What follows belongs to an exercise in optimizing a design on an open flow for small area; a production flow would make more cautious choices. Only simulation tests tie the RTL to the original design; equivalence was not proved. Power figures rest on the tool's default switching activity, not on a simulated workload.

==> design/flow/design.v <==
module UART_tx(clk,rst_n,TX,tx_data,trmt,tx_done);
input [7:0] tx_data;
input clk,rst_n,trmt;
output TX,tx_done;
typedef enum reg { IDLE, TXS } state_t;
state_t state, nxt_state;
logic tx_done;
logic [3:0] bit_cntr;			 
logic [8:0] shft_reg;
logic [9:0] baud_cntr;			 
logic shft, set_tx_done, rst_bit_cntr, transmitting;
wire baud_full;
always_ff @(posedge clk,negedge rst_n)
    if (!rst_n)
      state <= IDLE;
    else
      state <= nxt_state;
always_ff @(posedge clk,negedge rst_n)
    if (!rst_n)
      tx_done <= 1'b0;
    else if (set_tx_done)
      tx_done <= 1'b1;
    else if (trmt)
      tx_done <= 1'b0;
always_ff @(posedge clk, negedge rst_n)
    if (!rst_n)
      baud_cntr <= 10'h000;
    else if (baud_full)
      baud_cntr <= 10'h000;
    else if (transmitting)
      baud_cntr <= baud_cntr + 1;
always_ff @(posedge clk, negedge rst_n)
    if (!rst_n)
      bit_cntr <= 4'b0;
    else if (rst_bit_cntr)
      bit_cntr <= 4'b0;
    else if (shft)
      bit_cntr <= bit_cntr + 1;
assign baud_full = (baud_cntr==10'h363) ? 1'b1 : 1'b0;
always_ff @(posedge clk,negedge rst_n)
    if (!rst_n)
      shft_reg <= 9'h1FF;
    else if (trmt)
      shft_reg <= {tx_data,1'b0};
    else if (shft)
      shft_reg <= {1'b1,shft_reg[8:1]};		 
assign TX = shft_reg[0];
always_comb
  begin
    shft = 0;
    set_tx_done = 0;
    rst_bit_cntr = 0;
    nxt_state = IDLE;
    transmitting = 0;
    case (state)
      IDLE : begin
        rst_bit_cntr = 1;
        if (trmt) 
	  nxt_state = TXS;
      end
      TXS : begin
        shft = baud_full;
	transmitting = 1;
	if (bit_cntr==4'hA)
          begin
            nxt_state = IDLE;
	    set_tx_done = 1;
	  end
	else
	  nxt_state = TXS;
      end
    endcase
  end
endmodule
module UART_rx(clk,rst_n,RX, rx_data,rdy,clr_rdy);
  output [7:0] rx_data;
  input clk, rst_n, RX, clr_rdy;
  output rdy;
  reg A,data,B,transmitting,rst_bit_cntr,state,nxt_state;
  reg [7:0] rx_data;
  reg rdy;
  reg [3:0] bit_cntr;
  reg [9:0] baud_cntr;
  wire shift, RX_active;
  reg rx_done;
  localparam IDLE = 2'b00;
  localparam RXS = 2'b01;
  localparam DONE = 2'b10;
  always @(posedge clk or negedge rst_n)begin  
    if(!rst_n)begin                            
      A <= 0;                                  
      data <= 0;
      B <= 0;end
    else begin
      A<= RX;
      data <= A ;
      B<= data;end
    end
  assign RX_active = (!data) & B;              
  always @(posedge clk, negedge rst_n)         
    if (!rst_n)
      baud_cntr <= 10'h000;
    else if (shift)
      baud_cntr <= 10'h000;
    else if (transmitting)
      baud_cntr <= baud_cntr + 1;
  assign shift = (baud_cntr== 868) ? 1'b1 : 1'b0;   
  always @(posedge clk, negedge rst_n)begin         
    if (!rst_n)
      bit_cntr <= 4'b0;
    else if (rst_bit_cntr)
      bit_cntr <= 4'b0;
    else if (shift)
      bit_cntr <= bit_cntr + 1; end
  always @(posedge clk,negedge rst_n)               
    if (!rst_n)
      rx_data <= 8'h00;
    else if (shift)
      rx_data <= {data,rx_data[7:1]};
    else
      rx_data<=rx_data;   
  always @(posedge clk,negedge rst_n)                 
    if (!rst_n)
      state <= IDLE;
    else
      state <= nxt_state;  
  always @(*)                                  
    begin
      nxt_state = IDLE;                        
      rst_bit_cntr = 0;
      transmitting = 0;
      rdy = 0;
      case (state)
        IDLE : begin                           
        rdy = 0;                                
        rst_bit_cntr = 1;                      
        transmitting = 0;
        if(RX_active)
          nxt_state = RXS;
        else
          nxt_state = IDLE;
        end
        RXS : begin                            
        transmitting = 1;
        if(bit_cntr == 4'b1000) begin          
           rdy = 1;
          nxt_state = DONE;
         end
        else
        nxt_state = RXS;
      end
      DONE : begin                             
        rdy = 1;                               
        if(clr_rdy)
          nxt_state = IDLE;
        end
     default : begin
          nxt_state = IDLE;                        
      rst_bit_cntr = 0;
      transmitting = 0;
      rdy = 0;
    end
    endcase
  end
endmodule    
module UART(clk, rst_n, trmt, clr_rdy, tx_done, rdy, tx_data, rx_data, TX_C, RX_C);
input clk, rst_n, trmt, clr_rdy;
output tx_done, rdy;
input [7:0] tx_data;
output [7:0] rx_data;
output TX_C;
input RX_C;
UART_tx transmitter(
          .clk(clk),
          .rst_n(rst_n),
          .TX(TX_C),
          .tx_data(tx_data),
          .trmt(trmt),
          .tx_done(tx_done)
                    );
UART_rx receiver(
          .RX(RX_C),
          .clk(clk),
          .rst_n(rst_n),
          .clr_rdy(clr_rdy),
          .rdy(rdy),
          .rx_data(rx_data)
                );
endmodule
module cfg_UART(clk, rst_n, RX_C, TX_C, clr_frm_rdy, snd_rsp, frm_rdy, cfg_data, rsp_data);
input clk, rst_n, RX_C, clr_frm_rdy, snd_rsp;
output TX_C, frm_rdy;
output reg [23:0] cfg_data;
input [15:0] rsp_data;
reg [7:0] tx_data;
wire [7:0] rx_data;
wire rdy, tx_done;
reg trmt, clr_rdy, frm_rdy;
reg [2:0] state, nxt_state;
reg ENH, ENM, S, R, sel;
reg [7:0] rsp_data_low;
  localparam IDLE = 3'b000;
  localparam SENDH = 3'b001;
  localparam SENDM = 3'b010;
  localparam RSPH = 3'b011;
  localparam RSPL = 3'b100;
  localparam DONE = 3'b101;
UART UT(
         .clk(clk), 
         .rst_n(rst_n), 
         .trmt(trmt),
         .clr_rdy(clr_rdy),
         .tx_done(tx_done), 
         .rdy(rdy), 
         .tx_data(tx_data), 
         .rx_data(rx_data), 
         .TX_C(TX_C), 
         .RX_C(RX_C)
        );  
always @(posedge clk or negedge rst_n)     
 if(!rst_n)
  state <= IDLE;
 else
  state <= nxt_state;
 always @(*)
     begin nxt_state = IDLE;
       ENH = 0;                                  
       ENM = 0;                                  
       sel = 0;                                  
       trmt = 0;                                 
       clr_rdy = 0;
       R =0;                                     
       S = 0;                                    
   case(state)
    IDLE:begin                                   
      R = 1;                                     
      if(rdy) begin                              
        ENH = 1;
        nxt_state = SENDH;end
      else
        nxt_state = IDLE;
      end  
    SENDH:begin                                 
      clr_rdy = 1;                               
      if(rdy) begin                              
        ENM = 1;
        nxt_state = SENDM;end
      else
        nxt_state = SENDH;
      end
     SENDM:begin                                  
        clr_rdy = 1;               
        if(rdy)                    
          S = 1;
	if (clr_frm_rdy & ~rdy)
		R = 1'b1;
        if(snd_rsp)                    
          begin
          sel = 0; 
          nxt_state = RSPH;
          trmt = 1;
          end
        else
        nxt_state = SENDM;
      end
      RSPH:begin
	if (clr_frm_rdy)
		R = 1;
        if(tx_done)begin                         
          sel = 1;                                
          nxt_state = RSPL;
          trmt = 1;end
        else
          nxt_state = RSPH;
     end
     RSPL:begin                                  
     if(tx_done)
       nxt_state = DONE;
     else
        nxt_state = RSPL;  
       end
       default:begin                                
            nxt_state = IDLE;
        end
      endcase
    end
always @(posedge clk or negedge rst_n)     
 if(!rst_n)
  cfg_data[23:16] <= 8'b0;
 else
  if(ENH == 1)  
   cfg_data[23:16] <= rx_data[7:0];
  else  
   cfg_data[23:16] <= cfg_data[23:16];
always @(posedge clk or negedge rst_n)     
 if(!rst_n)
  cfg_data[15:8] <= 8'b0;
 else
  if(ENM == 1)  
   cfg_data[15:8] <= rx_data[7:0];
  else  
   cfg_data[15:8] <= cfg_data[15:8];
always @(posedge clk or negedge rst_n)     
 if(!rst_n)
  rsp_data_low <= 8'b0;
 else
  if(snd_rsp == 1)   
   rsp_data_low <= rsp_data[7:0];
  else  
   rsp_data_low <= rsp_data_low;
always @(posedge clk or negedge rst_n)
 if(!rst_n)  
  frm_rdy <= 0;
 else if(S)  
  frm_rdy <= 1;
 else if(R)  
  frm_rdy <= 0;
always @(*)
 begin
 cfg_data[7:0] = rx_data[7:0];
 if(sel == 0)  
  tx_data = rsp_data[15:8];
 else  
  tx_data = rsp_data_low;
 end
endmodule
module accel_UART (RX_A, clk, rst_n, accel_vld, Xmeas);
	input RX_A, clk, rst_n;
	output accel_vld;
	output [13:0] Xmeas;
	wire		rdy;			 
	wire [7:0]	rx_data;		 
	reg		clr_rdy;		 
	reg [5:0] high_byte;
	wire [5:0] high_byte_slct_in;
	reg [7:0] low_byte;
	wire [7:0] low_byte_slct_in;
	reg accel_vld, setA, clrA, rd_high, rd_low;
	reg [1:0] currState, nextState;
	UART_rx receiver ( 
			  .rdy			(rdy),
			  .rx_data		(rx_data[7:0]),
			  .RX			(RX_A),
			  .clr_rdy		(clr_rdy),
			  .clk			(clk),
			  .rst_n		(rst_n));
	localparam IDLE = 2'b00;
	localparam TLOW = 2'b01;
	localparam ACCL = 2'b10;
	assign high_byte_slct_in = rd_high ? rx_data[5:0] : high_byte;
	assign low_byte_slct_in = rd_low ? rx_data : low_byte;
	assign Xmeas = {high_byte, low_byte};
always @(posedge clk, negedge rst_n)
	if (!rst_n)
		high_byte <= 6'h0;
	else
		high_byte <= high_byte_slct_in;
always @(posedge clk, negedge rst_n)
	if (!rst_n)
		low_byte <= 8'h0;
	else
		low_byte <= low_byte_slct_in;
always @(posedge clk, negedge rst_n)
	if (!rst_n)
		accel_vld <= 1'b0;
	else if (setA)
		accel_vld <= 1'b1;
	else if (clrA & ~setA)
		accel_vld <= 1'b0;
	else
		accel_vld <= accel_vld;
always @(posedge clk, negedge rst_n)
	if (!rst_n)
		currState = IDLE;
	else
		currState = nextState;
always @(*)
begin
	setA = 1'b0;
	clrA = 1'b0;
	rd_high = 1'b0;
	rd_low = 1'b0;
	clr_rdy = 1'b0;
	nextState = IDLE;
	case (currState)
		IDLE :
		if (rdy)
		begin
			nextState = TLOW;
			rd_high = 1'b1;
			clr_rdy = 1'b1;
		end
		TLOW :
		if (rdy)
		begin
			nextState = ACCL;
			rd_low = 1'b1;
			clr_rdy = 1'b1;
			clrA = 1'b1;
		end
		else
			nextState = TLOW;
		ACCL :
		if (rdy)
		begin
			nextState = TLOW;
			rd_high = 1'b1;
			clr_rdy = 1'b1;
			clrA = 1'b1;
		end
		else
		begin
			nextState = ACCL;
			setA = 1'b1;
		end
		default :
			nextState = 2'bxx;
	endcase
end  
endmodule
module mathSM(accel_vld, clk, rst_n, Duty_en, Err_en, frm_rdy, PreErr_en, Xset_en, SumErr_en, mans_en, counter_rst, sel, cmplmnt, src1_sel, src0_sel, finish, eep_addr, eep_cs_n, eep_r_w_n, init, SumErr_rst, PreErr_rst, chrg_pmp_en,cfg_data,snd_rsp,clr_rdy, wrt_duty, XsetEEPrd);
input accel_vld, clk, rst_n, finish, frm_rdy;
input [1:0] sel;
output reg Duty_en, Err_en, PreErr_en, Xset_en, SumErr_en, mans_en, counter_rst, cmplmnt, init,snd_rsp,clr_rdy;
output reg [2:0] src1_sel, src0_sel;
reg check_accel;
wire accel_became_vld;
reg [3:0] state, nxt_state;
output reg eep_cs_n, eep_r_w_n,chrg_pmp_en; 
output reg [1:0] eep_addr;
output reg SumErr_rst, PreErr_rst;
output reg wrt_duty;
output reg XsetEEPrd;
input [23:0] cfg_data;
localparam [9:0] WRT_EEP = 10'b000010xx00;
localparam [9:0] READ_EEP = 10'b000001xx00;
localparam [9:0] START_CM = 10'b0000001100;
localparam [9:0] NEW_XSET = 10'b0000110000;
wire counte3ms;
reg[20:0] cntr;
reg in_CM;
reg in_CMS;
reg toCount;
localparam LD_Xset = 4'b0000;
localparam Wait_accel_vld = 4'b0001;
localparam Calc_err = 4'b0010;
localparam Pmult = 4'b0011;
localparam SumErr = 4'b0100;
localparam Imult = 4'b0101;
localparam DmultPrep = 4'b0110;
localparam Dmult = 4'b0111;
localparam PrevErr = 4'b1000;
localparam XSET = 4'b1001;
localparam Clear_PWM = 4'b1010;
localparam CMDINTR = 4'b1011;
localparam Write_EEPROM = 4'b1100;
localparam CMDloop = 4'b1101;
localparam Iadd = 4'b1110;
localparam Dadd = 4'b1111;
assign accel_became_vld = (~check_accel) & accel_vld;
always@(posedge clk, negedge rst_n)
	if(!rst_n)
		check_accel <= 0;
 	else 
  	check_accel <= accel_vld;
always@(posedge clk, negedge rst_n)
	if(!rst_n)
	 	state <= LD_Xset;
	else 
  	state <= nxt_state;
always@(*)
	begin
		Duty_en = 1'b0; 
		Err_en = 1'b0;
		PreErr_en = 1'b0;
		Xset_en = 1'b0;
		snd_rsp = 1'b0;
		src0_sel = 3'b101;
		src1_sel = 3'b110;
		SumErr_en = 1'b0;
		wrt_duty = 1'b0;
		cmplmnt = 1'b0;
		clr_rdy = 1'b0;
		init = 1'b1;
		counter_rst = 1'b1;
		SumErr_rst = 1'b0;
		XsetEEPrd = 1'b0;  
		PreErr_rst = 1'b0;
		eep_cs_n = 1'b1;  
		in_CM = 1'b0;
		eep_r_w_n = 1'b0;  
		eep_addr = 2'b00;  
		nxt_state = LD_Xset;
		chrg_pmp_en = 1'b0;
		mans_en = 1'b0;
		toCount = 1'b0;
case(state)
	LD_Xset:
  		begin
		src1_sel = 3'b110;  
		SumErr_rst = 1'b1;  
		PreErr_rst = 1'b1;  
		src0_sel = 3'b011;  
		eep_cs_n = 1'b0;
        eep_r_w_n = 1'b1;
		cmplmnt = 0;    
		Xset_en = 1;  
		XsetEEPrd = 1'b1;  
		nxt_state = Wait_accel_vld;  
  		end
	Wait_accel_vld:
		begin
		Xset_en = 0; 
		if(accel_became_vld)
			nxt_state = Calc_err;
		else
			nxt_state = Wait_accel_vld;
 		 end
	Calc_err:
		begin
		nxt_state = Pmult; 
		src1_sel = 3'b001; 
		src0_sel = 3'b001; 
		cmplmnt = 1'b1;  
		Err_en = 1'b1;  
		end
	Pmult:
	begin
        eep_cs_n = 0;  
		eep_r_w_n = 1;   
		eep_addr = 2'b01; 
		init = 1'b0; 
		counter_rst = 1'b0;  
		if(!finish)  
		begin
			src1_sel = 3'b010; 
			if(sel == 2'b00 || sel == 2'b11)  
				src0_sel = 3'b101;
				else if(sel == 2'b10) 
				begin
					cmplmnt = 1'b1;  
					src0_sel = 3'b011;  
				end
				else
					src0_sel = 3'b011;  
					nxt_state = Pmult;  
		end
		else
   		begin
			src1_sel = 3'b011;  
			src0_sel = 3'b101;  
			nxt_state = SumErr;  
			Duty_en = 1'b1;  
		end
	end
	SumErr:
	begin
		nxt_state = Imult;  
		SumErr_en = 1'b1;  
		src1_sel = 3'b101;  
		src0_sel = 3'b010;  
	end
	Imult:
	begin
		eep_cs_n = 0; 
		eep_r_w_n = 1;  
		eep_addr = 2'b10;  
		init = 1'b0; 
		counter_rst = 1'b0; 
		if(!finish)
			begin
			src1_sel = 3'b010; 
			if(sel == 2'b00 || sel == 2'b11)  
				src0_sel = 3'b101;
			else if(sel == 2'b10)
				begin
				cmplmnt = 1'b1; 
				src0_sel = 3'b011; 
				end
			else
			src0_sel = 3'b011; 
			nxt_state = Imult; 
			end
		else
			begin
			src1_sel = 3'b011; 
			nxt_state = Iadd; 
            mans_en = 1'b1;
			end
	end
    Iadd: 
			begin
			src1_sel = 3'b100; 
			src0_sel = 3'b111; 
			nxt_state = DmultPrep; 
			Duty_en = 1'b1; 
			end
	DmultPrep:
		begin
		nxt_state = Dmult;  
		src1_sel = 3'b101;  
		src0_sel = 3'b000; 
		cmplmnt = 1'b1;  
		end
	Dmult: 
		begin
		eep_cs_n = 0; 
		eep_r_w_n = 1; 
		eep_addr = 2'b11; 
		init = 1'b0; 
		counter_rst = 1'b0; 
		if(!finish)
			begin
			src1_sel = 3'b010; 
			if(sel == 2'b00 || sel == 2'b11)
 				src0_sel = 3'b101;
			else if(sel == 2'b10) 
				begin
				cmplmnt = 1'b1;  
				src0_sel = 3'b011;  
				end
			else
     			src0_sel = 3'b011;  
			nxt_state = Dmult;  
			end
		else
			begin
			src1_sel = 3'b011;  
			nxt_state = Dadd;  
			mans_en = 1'b1;
			end   
		end
    Dadd: 
			begin
			src1_sel = 3'b100; 
			src0_sel = 3'b111; 
			nxt_state = PrevErr; 
			Duty_en = 1'b1; 
            wrt_duty = 1'b1;
			end
	PrevErr:
		begin
		src1_sel = 3'b101;  
		src0_sel = 3'b101;  
		PreErr_en = 1'b1;  
		if(frm_rdy)
			if(cfg_data[23:14] == NEW_XSET) 
				nxt_state = XSET;
			else 
				nxt_state = Clear_PWM;
		else
			nxt_state = Wait_accel_vld;  
		end 
	XSET:
		begin
		src1_sel = 3'b000;
		Xset_en = 1;
		snd_rsp = 1;	
		clr_rdy = 1;
		nxt_state = Wait_accel_vld;
  		end
 	Clear_PWM:
		begin
		src1_sel = 3'b110;
		src0_sel = 3'b101;
		wrt_duty = 1'b1;
		nxt_state = CMDINTR;
		end
	CMDINTR:
		begin 
		clr_rdy = 1;       
		src1_sel = 3'b110;
		if (cfg_data[23:14] == START_CM) begin
					in_CM = 1;
					src1_sel = 3'b110;
					src0_sel = 3'b100;
					snd_rsp = 1;
					nxt_state = CMDloop;
		end
		else if (in_CMS)
			casex(cfg_data[23:14])
				WRT_EEP :
					begin
					eep_r_w_n = 0;
					eep_cs_n = 0;
					eep_addr = cfg_data[17:16];
				 	src1_sel = 3'b000;
					nxt_state = Write_EEPROM;
					end	
				READ_EEP :
					begin
					eep_addr = cfg_data[17:16];
					src1_sel = 3'b110;
					src0_sel = 3'b011;
					eep_r_w_n = 1;
					eep_cs_n = 0;
					chrg_pmp_en = 1;
					snd_rsp = 1;	
					nxt_state = CMDloop;
					end	
			default:
				begin
					src1_sel = 3'b110;
					src0_sel = 3'b100;
					snd_rsp = 1;
					cmplmnt = 1;
					nxt_state = CMDloop;
				end
  			endcase
		else  
			begin
			src1_sel = 3'b110;
			src0_sel = 3'b100;
			snd_rsp = 1;
			cmplmnt = 1;
			nxt_state = CMDloop;
		end
  	end  
	Write_EEPROM:
		begin
		chrg_pmp_en = 1;
		toCount = 1;
		if(counte3ms) 
			begin
			src1_sel = 3'b110;
			src0_sel = 3'b100;
			snd_rsp = 1;
			nxt_state = CMDloop;
			end
		else
			nxt_state = Write_EEPROM;
		end
	CMDloop:
		if(frm_rdy)
			nxt_state = CMDINTR;
		else
			nxt_state = CMDloop;
	endcase
	end
always@(posedge clk, negedge rst_n)
	if(!rst_n)
		cntr <= 0;
	else if(counte3ms)
		cntr <= 0;
	else if(toCount)
		cntr <= cntr + 1;
assign counte3ms = (cntr == 21'h155cc0)? 1:0;
always@(posedge clk, negedge rst_n)
	if(!rst_n)
		in_CMS <= 0;	
	else if(in_CM)
		in_CMS <= 1;
	else
		in_CMS <= in_CMS;
endmodule
module datapath(EEP_rd_data, dst, clk, rst_n, Xmeas, cfg_data, src0_sel, src1_sel, cmplmnt, counter_rst, finish, Duty_en, Err_en, PreErr_en, Xset_en, SumErr_en, mans_en, sel, init, SumErr_rst, PreErr_rst, XsetEEPrd);
input [2:0] src0_sel;
input cmplmnt; 
input XsetEEPrd;
input [2:0] src1_sel;
input counter_rst;
input Duty_en, Err_en, PreErr_en, Xset_en, SumErr_en, mans_en;
input SumErr_rst, PreErr_rst;
output finish;
input [13:0] Xmeas, cfg_data;
input clk, rst_n;
output reg [13:0] dst;
input [13:0] EEP_rd_data;  
reg [28:0] Preg;
input init;  
reg [3:0] counter;
reg [13:0] Duty, Err, PreErr, Xset, SumErr, mans;
wire [28:0] preShift;
reg [13:0] src1, presrc0;
wire [13:0] src0, preSat;  
output [1:0] sel;
always@(posedge clk, negedge rst_n)  
  if(!rst_n)
      Duty <= 0;
  else
      if(Duty_en) 
          Duty <= dst;
      else
          Duty <= Duty;
always@(posedge clk, negedge rst_n)  
  if(!rst_n)
      Err <= 0;
  else
      if(Err_en) 
          Err <= dst;
      else
          Err <= Err;
always@(posedge clk, negedge rst_n)  
  if(!rst_n)
      PreErr <= 0;
  else if(PreErr_rst)
      PreErr <= 0;
  else
      if(PreErr_en) 
          PreErr <= dst;
      else
          PreErr <= PreErr;
always@(posedge clk, negedge rst_n)  
  if(!rst_n)
      Xset <= 0;
  else
      if (XsetEEPrd)
	 Xset <= EEP_rd_data;
      else if (Xset_en) 
         Xset <= dst;
      else
         Xset <= Xset;
always@(posedge clk, negedge rst_n)  
  if(!rst_n)
      SumErr <= 0;
  else if(SumErr_rst)
      SumErr <= 0;
  else 
      if(SumErr_en)
         SumErr <= dst;
      else
         SumErr <= SumErr;
always@(posedge clk, negedge rst_n)  
  if(!rst_n)
      mans <= 0;
  else
      if(mans_en) 
         mans <= dst;
      else
         mans <= mans;
always@(posedge clk, negedge rst_n)  
  if(!rst_n)
      Preg <= 0;
  else 
  begin
      if(init == 1)
         Preg <={14'h000, dst, 1'b0};  
      else 
         Preg <= {preShift[28], preShift[28:1]}; 
  end
always@(*)  
begin
  case(src1_sel)  
    3'b000: src1 = cfg_data[13:0];  
    3'b001: src1 = Xmeas;  
    3'b010: src1 = Preg[28:15];  
    3'b011: src1 = Preg[25:12];  
    3'b100: src1 = Duty; 
    3'b101: src1 = Err;
    3'b110: src1 = 14'h0;
    default: src1 = 14'bx;
  endcase
  case(src0_sel)  
    3'b000: presrc0 = PreErr;
    3'b001: presrc0 = Xset;
    3'b010: presrc0 = SumErr;
    3'b011: presrc0 = EEP_rd_data;  
    3'b100: presrc0 = 14'hA5A;  
    3'b101: presrc0 = 14'h0;
    3'b110: presrc0 = Duty;  
    3'b111: presrc0 = mans;
  endcase
end
assign sel[1:0] = Preg[1:0];  
assign src0 = (cmplmnt)? ~presrc0 : presrc0;  
assign preShift = {dst, Preg[14:0]};  
assign{co ,preSat} = src1+src0 +cmplmnt;  
assign sat_pos = (src1_sel == 3'b011)?((Preg[28]==0 && Preg[27:25]!= 3'b000)? 1:0):
				((!src1[13] && !src0[13] && preSat[13])? 1:0);  
assign sat_neg = (src1_sel == 3'b011)?((Preg[28]==1 && Preg[27:25]!= 3'b111)? 1:0):
				((src1[13] && src0[13] && !preSat[13])? 1:0);   
assign finish = (counter == 14)? 1 : 0;  
always @(*)  
 case({sat_pos, sat_neg})      
   2'b00: dst = preSat;
   2'b10: dst = 14'h1FFF;
   2'b01: dst = 14'h2000;
   default : dst = 14'hx;
 endcase
always@(posedge clk, negedge rst_n)  
  if(!rst_n)
      counter <= 0;
  else if(counter_rst)  
      counter <= 0;
  else
      counter <= counter + 1;  
endmodule
module dig_cor(clk, rst_n, Xmeas, accel_vld, cfg_data, frm_rdy, clr_rdy,
               eep_rd_data, eep_cs_n, eep_r_w_n, eep_addr, chrg_pmp_en, dst,
               wrt_duty, snd_rsp);
	wire		Duty_en;		 
	wire		mans_en;			 
	wire		Err_en;			 
	wire		PreErr_en;		 
	wire		PreErr_rst;		 
        wire		XsetEEPrd;
	wire		SumErr_en;		 
	wire		SumErr_rst;		 
	wire		Xset_en;		 
	output		chrg_pmp_en;		 
	output		clr_rdy;		 
        output		wrt_duty;
	wire		cmplmnt;		 
	wire		counter_rst;		 
	output [13:0]	dst;			 
	output [1:0]	eep_addr;		 
	output		eep_cs_n;		 
	output		eep_r_w_n;		 
	wire		finish;			 
	wire		init;			 
	wire [1:0]	sel;			 
	output		snd_rsp;		 
	wire [2:0]	src0_sel;		 
	wire [2:0]	src1_sel;		 
	input [13:0]	eep_rd_data;		 
	input	[13:0]	Xmeas;			 
	input		accel_vld;		 
	input [23:0]	cfg_data;		 
	input		clk;			 
	input		frm_rdy;		 
	input		rst_n;			 
	mathSM DUT0( 
		    .Duty_en		(Duty_en),
		    .Err_en		(Err_en),
		    .PreErr_en		(PreErr_en),
		    .Xset_en		(Xset_en),
		    .SumErr_en		(SumErr_en),
		    .mans_en		(mans_en),
		    .counter_rst	(counter_rst),
		    .cmplmnt		(cmplmnt),
		    .init		(init),
		    .snd_rsp		(snd_rsp),
		    .clr_rdy		(clr_rdy),
		    .src1_sel		(src1_sel[2:0]),
		    .src0_sel		(src0_sel[2:0]),
		    .eep_cs_n		(eep_cs_n),
		    .eep_r_w_n		(eep_r_w_n),
		    .XsetEEPrd		(XsetEEPrd),
		    .chrg_pmp_en	(chrg_pmp_en),
		    .eep_addr		(eep_addr[1:0]),
		    .wrt_duty		(wrt_duty),
		    .SumErr_rst		(SumErr_rst),
		    .PreErr_rst		(PreErr_rst),
		    .accel_vld		(accel_vld),
		    .clk		(clk),
		    .rst_n		(rst_n),
		    .finish		(finish),
		    .frm_rdy		(frm_rdy),
		    .sel		(sel[1:0]),
		    .cfg_data		(cfg_data[23:0]));
	datapath DUT1( 
		      .finish		(finish),
		      .dst		(dst[13:0]),
		      .sel		(sel[1:0]),
		      .src0_sel		(src0_sel),
		      .cmplmnt		(cmplmnt),
		      .src1_sel		(src1_sel),
		      .counter_rst	(counter_rst),
		      .Duty_en		(Duty_en),
		      .Err_en		(Err_en),
		      .PreErr_en	(PreErr_en),
		      .Xset_en		(Xset_en),
		      .SumErr_en	(SumErr_en),
		      .mans_en		(mans_en),
		      .XsetEEPrd	(XsetEEPrd),
		      .SumErr_rst	(SumErr_rst),
		      .PreErr_rst	(PreErr_rst),
		      .Xmeas		(Xmeas),
		      .cfg_data		(cfg_data[13:0]),
		      .clk		(clk),
		      .rst_n		(rst_n),
		      .EEP_rd_data	(eep_rd_data[13:0]),
		      .init		(init));
endmodule
module pwm(clk,rst_n,duty,wrt_duty,CH_A,CH_B);
input clk,rst_n;	 
input [13:0] duty;	 
input wrt_duty;		 
output reg CH_A, CH_B;	 
reg [12:0] magnitude,cntr;
reg sign;
wire [12:0] mag;	 
wire set_pwm,clr_pwm;
assign mag = (duty[13]) ? ((duty[12:0]^13'h1FFF)+1) : duty[12:0];
always_ff @(posedge clk, negedge rst_n)
    if (!rst_n) 
      begin
        magnitude <= 13'h0000;
	sign <= 1'b0;
      end
    else if (wrt_duty)
      begin
        magnitude <= mag;
	sign <= duty[13];
      end
always_ff @(posedge clk, negedge rst_n)
    if (!rst_n)
      begin
        CH_A <= 1'b0;
	CH_B <= 1'b0;
      end
    else if (clr_pwm || wrt_duty)
      begin
        CH_A <= 1'b0;
	CH_B <= 1'b0;
      end
    else if (set_pwm)
      if (sign)
        begin
	  CH_B <= 1'b1;
	  CH_A <= 1'b0;
	end
      else
        begin
	  CH_A <= 1'b1;
	  CH_B <= 1'b0;
	end
always_ff @(posedge clk, negedge rst_n)
    if (!rst_n)
      cntr <= 13'h00000;
    else if (wrt_duty)
      cntr <= 13'h00000;
    else
      cntr <= cntr + 1;
assign clr_pwm = (magnitude==cntr) ? 1'b1 : 1'b0;
assign set_pwm = ((!(|cntr)) && (|magnitude)) ? 1'b1 : 1'b0;
endmodule
module cbc_dig(clk,rst_n,RX_A,RX_C,TX_C,CH_A,CH_B,dst,eep_rd_data,eep_addr,eep_cs_n,eep_r_w_n,chrg_pmp_en);
input clk,rst_n;		 
input RX_A;			 
input RX_C;			 
output TX_C;			 
output CH_A;			 
output CH_B;			 
output [13:0] dst;		 
input [13:0] eep_rd_data;	 
output [1:0] eep_addr;
output eep_cs_n;		 
output eep_r_w_n;		 
output chrg_pmp_en;		 
wire [23:0] cfg_data;
wire [13:0] Xmeas;
wire [13:0] dst;
wire accel_vld;
wire frm_rdy,clr_rdy;
dig_cor iDIG(.clk(clk), .rst_n(rst_n), .Xmeas(Xmeas), .accel_vld(accel_vld),
	.cfg_data(cfg_data), .frm_rdy(frm_rdy), .clr_rdy(clr_rdy),
	.eep_rd_data(eep_rd_data), .eep_cs_n(eep_cs_n), .eep_r_w_n(eep_r_w_n),
	.eep_addr(eep_addr), .chrg_pmp_en(chrg_pmp_en), .dst(dst),
	.wrt_duty(wrt_duty), .snd_rsp(snd_rsp));
cfg_UART iCFG(.clk(clk), .rst_n(rst_n), .RX_C(RX_C), .TX_C(TX_C),
	.frm_rdy(frm_rdy), .clr_frm_rdy(clr_rdy), .cfg_data(cfg_data),
	.rsp_data({2'b00,dst}), .snd_rsp(snd_rsp));
accel_UART iACCEL(.clk(clk), .rst_n(rst_n), .RX_A(RX_A), .Xmeas(Xmeas),
	          .accel_vld(accel_vld));
pwm iPWM(.clk(clk), .rst_n(rst_n), .duty(dst), .wrt_duty(wrt_duty), .CH_A(CH_A),
	.CH_B(CH_B));
endmodule
==> design/flow/run.sh <==
#!/bin/bash
# synth_recipe.tcl (not shown) runs the flow's synth.tcl, then flattens the netlist and writes it again
# the make line also repeats each setting of config.mk as NAME=value (left out here)
make -C /OpenROAD-flow-scripts/flow DESIGN_CONFIG=/design/flow/config.mk WORK_HOME=/design/flow/orfs CLKGATE_MAP_FILE= SYNTH_SCRIPT=/design/flow/synth_recipe.tcl finish
==> design/flow/config.mk <==
export PLATFORM = sky130hd
export DESIGN_NAME = cbc_dig
export DESIGN_NICKNAME = cbc_dig
export VERILOG_FILES = /design/flow/design.v
export SDC_FILE = /design/flow/constraint.sdc
export NUM_CORES = 4
export LEC_CHECK = 0
export CAP_MARGIN = 20
export CORE_MARGIN = 2
export CORE_UTILIZATION = 40
export SLEW_MARGIN = 20
==> design/flow/constraint.sdc <==
create_clock -name core_clock -period 10.0 [get_ports {clk}]
set_input_delay 2.0000 -clock core_clock [delete_from_list [all_inputs] [get_ports {clk}]]
set_output_delay 2.0000 -clock core_clock [all_outputs]
set_load 0.01 [all_outputs]
==> notes.md <==
## critical path, stage by stage, from the launching register on
cell and delay [ps]:
sky130_fd_sc_hd__dfrtp_1 650, sky130_fd_sc_hd__clkinv_1 390, sky130_fd_sc_hd__nand2_1 310, sky130_fd_sc_hd__o21ai_1 370, sky130_fd_sc_hd__a222oi_1 430, sky130_fd_sc_hd__o21ai_0 160
sky130_fd_sc_hd__mux2_2 330, sky130_fd_sc_hd__ha_1 340, sky130_fd_sc_hd__a21oi_1 200, sky130_fd_sc_hd__o21bai_1 80, sky130_fd_sc_hd__a21oi_1 250, sky130_fd_sc_hd__o21a_1 140
sky130_fd_sc_hd__o21ai_0 170, sky130_fd_sc_hd__a211o_1 360, sky130_fd_sc_hd__o22ai_2 130, sky130_fd_sc_hd__xnor2_2 170, sky130_fd_sc_hd__nand2_1 80, sky130_fd_sc_hd__mux2i_1 180
sky130_fd_sc_hd__inv_1 60, sky130_fd_sc_hd__ha_1 430, sky130_fd_sc_hd__buf_4 270, sky130_fd_sc_hd__and3_1 170, sky130_fd_sc_hd__mux2_2 280, sky130_fd_sc_hd__nor3_2 150
sky130_fd_sc_hd__buf_4 230, sky130_fd_sc_hd__inv_1 110, sky130_fd_sc_hd__clkdlybuf4s50_1 490
## logic make-up (layout without fill, tap and decap cells)
group,Yosys count,in the layout,share of synthesized area
adders and majority gates,39,39,0.0331
DFF,294,294,0.492
buffers and inverters,134,194,0.0362
muxes,90,90,0.0666
xor gates and xnor gates,110,110,0.0648
and+or+nand+nor,539,539,0.167
AOI/OAI and AO/OA,344,344,0.140
## routing by layer
layer / vias up / share of wire
met4: 0 / 0.025
met2: 287 / 0.46
met3: 65 / 0.056
met1: 5688 / 0.46
li1: 5441 / -
met5: - / 0
## layout by cell type (no fill, tap or decap), types with 13 or more instances in the layout
cell type,count
sky130_fd_sc_hd__dfrtp_1,285
sky130_fd_sc_hd__and3_1,13
sky130_fd_sc_hd__xor2_1,43
sky130_fd_sc_hd__nand3_1,39
sky130_fd_sc_hd__o21ai_0,155
sky130_fd_sc_hd__and2_1,22
sky130_fd_sc_hd__nor2b_1,13
sky130_fd_sc_hd__nand2_1,206
sky130_fd_sc_hd__a222oi_1,13
sky130_fd_sc_hd__mux2_2,60
sky130_fd_sc_hd__clkbuf_16,35
sky130_fd_sc_hd__nand4_1,30
sky130_fd_sc_hd__xnor2_1,66
sky130_fd_sc_hd__a22oi_1,15
sky130_fd_sc_hd__buf_4,42
sky130_fd_sc_hd__clkdlybuf4s50_1,38
sky130_fd_sc_hd__ha_1,38
sky130_fd_sc_hd__a21oi_1,76
sky130_fd_sc_hd__mux2i_1,27
sky130_fd_sc_hd__inv_1,48
sky130_fd_sc_hd__nor2_1,145
## how the worst min path moves through the flow
stage / from / endpoint / slack [ps]
final: iCFG.UT.receiver.A / iCFG.UT.receiver.data / 350
after global routing: iCFG.UT.receiver.A / iCFG.UT.receiver.data / 360
after CTS: iACCEL.receiver.A / iACCEL.receiver.data / 350
after detailed placement: iACCEL.receiver.A / iACCEL.receiver.data / 340
after global placement: iACCEL.receiver.A / iACCEL.receiver.data / 340
after floorplan: iACCEL.receiver.A / iACCEL.receiver.data / 330
## power by group through the flow
stage,Clock (uW),Combinational (uW),Sequential (uW)
finish,1200,117,1260
global route,1290,138,1270
CTS,1230,120,1260
detailed placement,0,120,1280
global placement,0,116,1280
floorplan,0,72.7,1270
## through the flow
stage                      util  power, uW  cell area [sq um]  hold slack [ps]  std cells
after floorplan               -       1350              15000              331       1550
after global placement    0.434       1400              16000              340       2019
after detailed placement  0.434       1400              16000              336       2019
after CTS                 0.463       2610              17000              350       2078
after global routing      0.464       2690              17100              362       2078
final                     0.464       2580              17100              351       2078
## cell type report
class,instances,area [sq um]
Clock inverter,10,93.8
Inverter,53,199
Fill cell,3457,19700
Sequential cell,294,7370
Tap cell,468,586
Multi-Input combinational cell,1122,7110
Clock buffer,49,978
Timing Repair Buffer,82,722
==> insert_results.sql <==
INSERT INTO impl_metrics (metric_group, metric, value, unit) VALUES
('run_status', 'status', 'timing/DRC/antenna clean', ''),
('drt', 'final_antenna_net_count', '0', ''),
('drt', 'drc', '0', ''),
('timing', 'post-route-min-period', '9470', 'ps'),
('power', 'share_comb_of_total_power', '0.045', ''),
('synthesis', 'netlist.top_cell.by_area', 'sky130_fd_sc_hd__dfrtp_1', ''),
('synthesis', 'synth-seq-area-share', '0.492', ''),
('cells_and_area', 'syn2layout_area_growth', '13.8', '%'),
('setup_path', 'endpoint', 'dst[7]', ''),
('cells_and_area', 'largest_register_ffs', '28', ''),
('power', 'power_frac_seq', '0.490', ''),
('grt', 'grt_util_met2', '0.326', ''),
('timing', 'slew_viols_final', '0', ''),
('setup_path', 'critPathKind', 'reg -> out', ''),
('clock_network', 'clock_path_buffers', '3', ''),
('clock_network', 'worst_skew_pair.late_latency', '530', 'ps'),
('min_path', 'holdPathStages', '0', ''),
('placed_design', 'gp_congestion', '0.947', ''),
('power', 'total_switching_power', '596', 'uW'),
('timing', 'timing_worst_slew_pin_value', '1070', 'ps'),
('clock_network', 'post_cts_hold_buffer_count', '0', ''),
('cells_and_area', 'layout_top_registers', 'iDIG.DUT1.Preg (28), iDIG.DUT0.cntr (21), iCFG.cfg_data (16)', ''),
('setup_path', 'r2r_cells', '29', ''),
('synthesis', 'postSynthNetCount', '1607', ''),
('synthesis', 'synth-warning-count', '12', ''),
('synthesis', 'synth_cells', '1550', ''),
('synthesis', 'average_size_of_a_mapped_cell', '9.67', 'sq um'),
('synthesis', 'synth_largest_type_area_fraction', '0.476', ''),
('timing', 'rsz0062_at_grt', 'no', ''),
('synthesis', 'synthesis.area', '15000', 'sq um'),
('grt', 'global_routing_usage_on_met3', '0.0379', ''),
('clock_network', 'postCtsResizedCells', '0', ''),
('timing', 'hold_viol_final', '0', ''),
('setup_path', 'path_max_fanout', '16', ''),
('grt', 'gr_overflow_total', '0', ''),
('synthesis', 'synth-edff-count', '0', ''),
('drt', 'dr_total_vias', '11500', ''),
('timing', 'finalSetupTns', '0', 'ps'),
('setup_path', 'timing.rr.start', 'iDIG.DUT0.state[3]', ''),
('synthesis', 'synth.distinct_cells', '80', ''),
('clock_network', 'cts.repair_timing.setup_buffer_count', '0', ''),
('die', 'floorplan.die.height', '198', 'um'),
('setup_path', 'crit_path_start_kind', 'flip-flop', ''),
('grt', 'grt_start_max_net_pins', '81', ''),
('setup_path', 'worstPathRequired', '8000', 'ps'),
('run', 'drv_cap', '0', ''),
('power', 'static-leakage-power', '0.00775', 'uW'),
('drt', 'drt_iter0_drc', '877', ''),
('die', 'io_pins', '40', ''),
('synthesis', 'yosys-top-cells-count', 'sky130_fd_sc_hd__dfrtp_1, sky130_fd_sc_hd__nand2_1, sky130_fd_sc_hd__o21ai_0, sky130_fd_sc_hd__nor2_1, sky130_fd_sc_hd__a21oi_1', ''),
('clock_network', 'cts_sinks', '294', ''),
('power', 'internal_power', '1980', 'uW'),
('timing', 'setup_viol_count_final', '0', ''),
('drt', 'drt-wirelength-per-cell', '19.0', 'um'),
('power', 'peakVddDrop', '0.136', 'mV'),
('timing', 'fin_ws', '529', 'ps'),
('grt', 'grtUsageMet1', '0.291', ''),
('grt', 'grt_pass1_vias', '11300', ''),
('cells_and_area', 'final_stage_net_count', '1644', ''),
('synthesis', 'postSynthRegisterBits', '294', ''),
('clock_network', 'clk_root_buffer_cell', 'sky130_fd_sc_hd__clkbuf_16', ''),
('die', 'floorplan.core_area', '36800', 'sq um'),
('setup_path', 'cp_data_arrival_time', '7470', 'ps'),
('timing', 'final.period_utilization', '0.947', ''),
('grt', 'busiest_layer', 'met2', ''),
('setup_path', 'reg2reg_slack', '2410', 'ps'),
('drt', 'vias_per_cell', '5.53', ''),
('grt', 'global_route_wire_length_before_repair', '63.3', 'mm'),
('die', 'die_w', '198', 'um'),
('setup_path', 'critPathCaptureType', 'output pin', ''),
('synthesis', 'postSynth.asyncResetShare', '1.00', '');

## afterwards: timing with drivers on the ports
In the flow no input, the clock included, has a driving cell. The finished layout below was timed again as built, in two steps. Step 1 sets driving cells, clkbuf_16 on the clock port and buf_2 on the other inputs (assumed; they add their load-dependent delay and slew). Step 2 times the ports against the registers' clock, not the clock port: input delays grow and output delays shrink by t, the midpoint of the rising clock arrivals with the driver on. Three values: ideal, step 1, step 2; two values: the first two.
shift t [ns]: 0.575
setup slack, ns: 0.529 / 0.474 / 0.756
clock arrival spread, ns: 0.024 / 0.024
After both steps this run still meets setup and hold. The setup slack of this run moves by -0.055 ns with the drivers and by +0.227 ns with both steps.
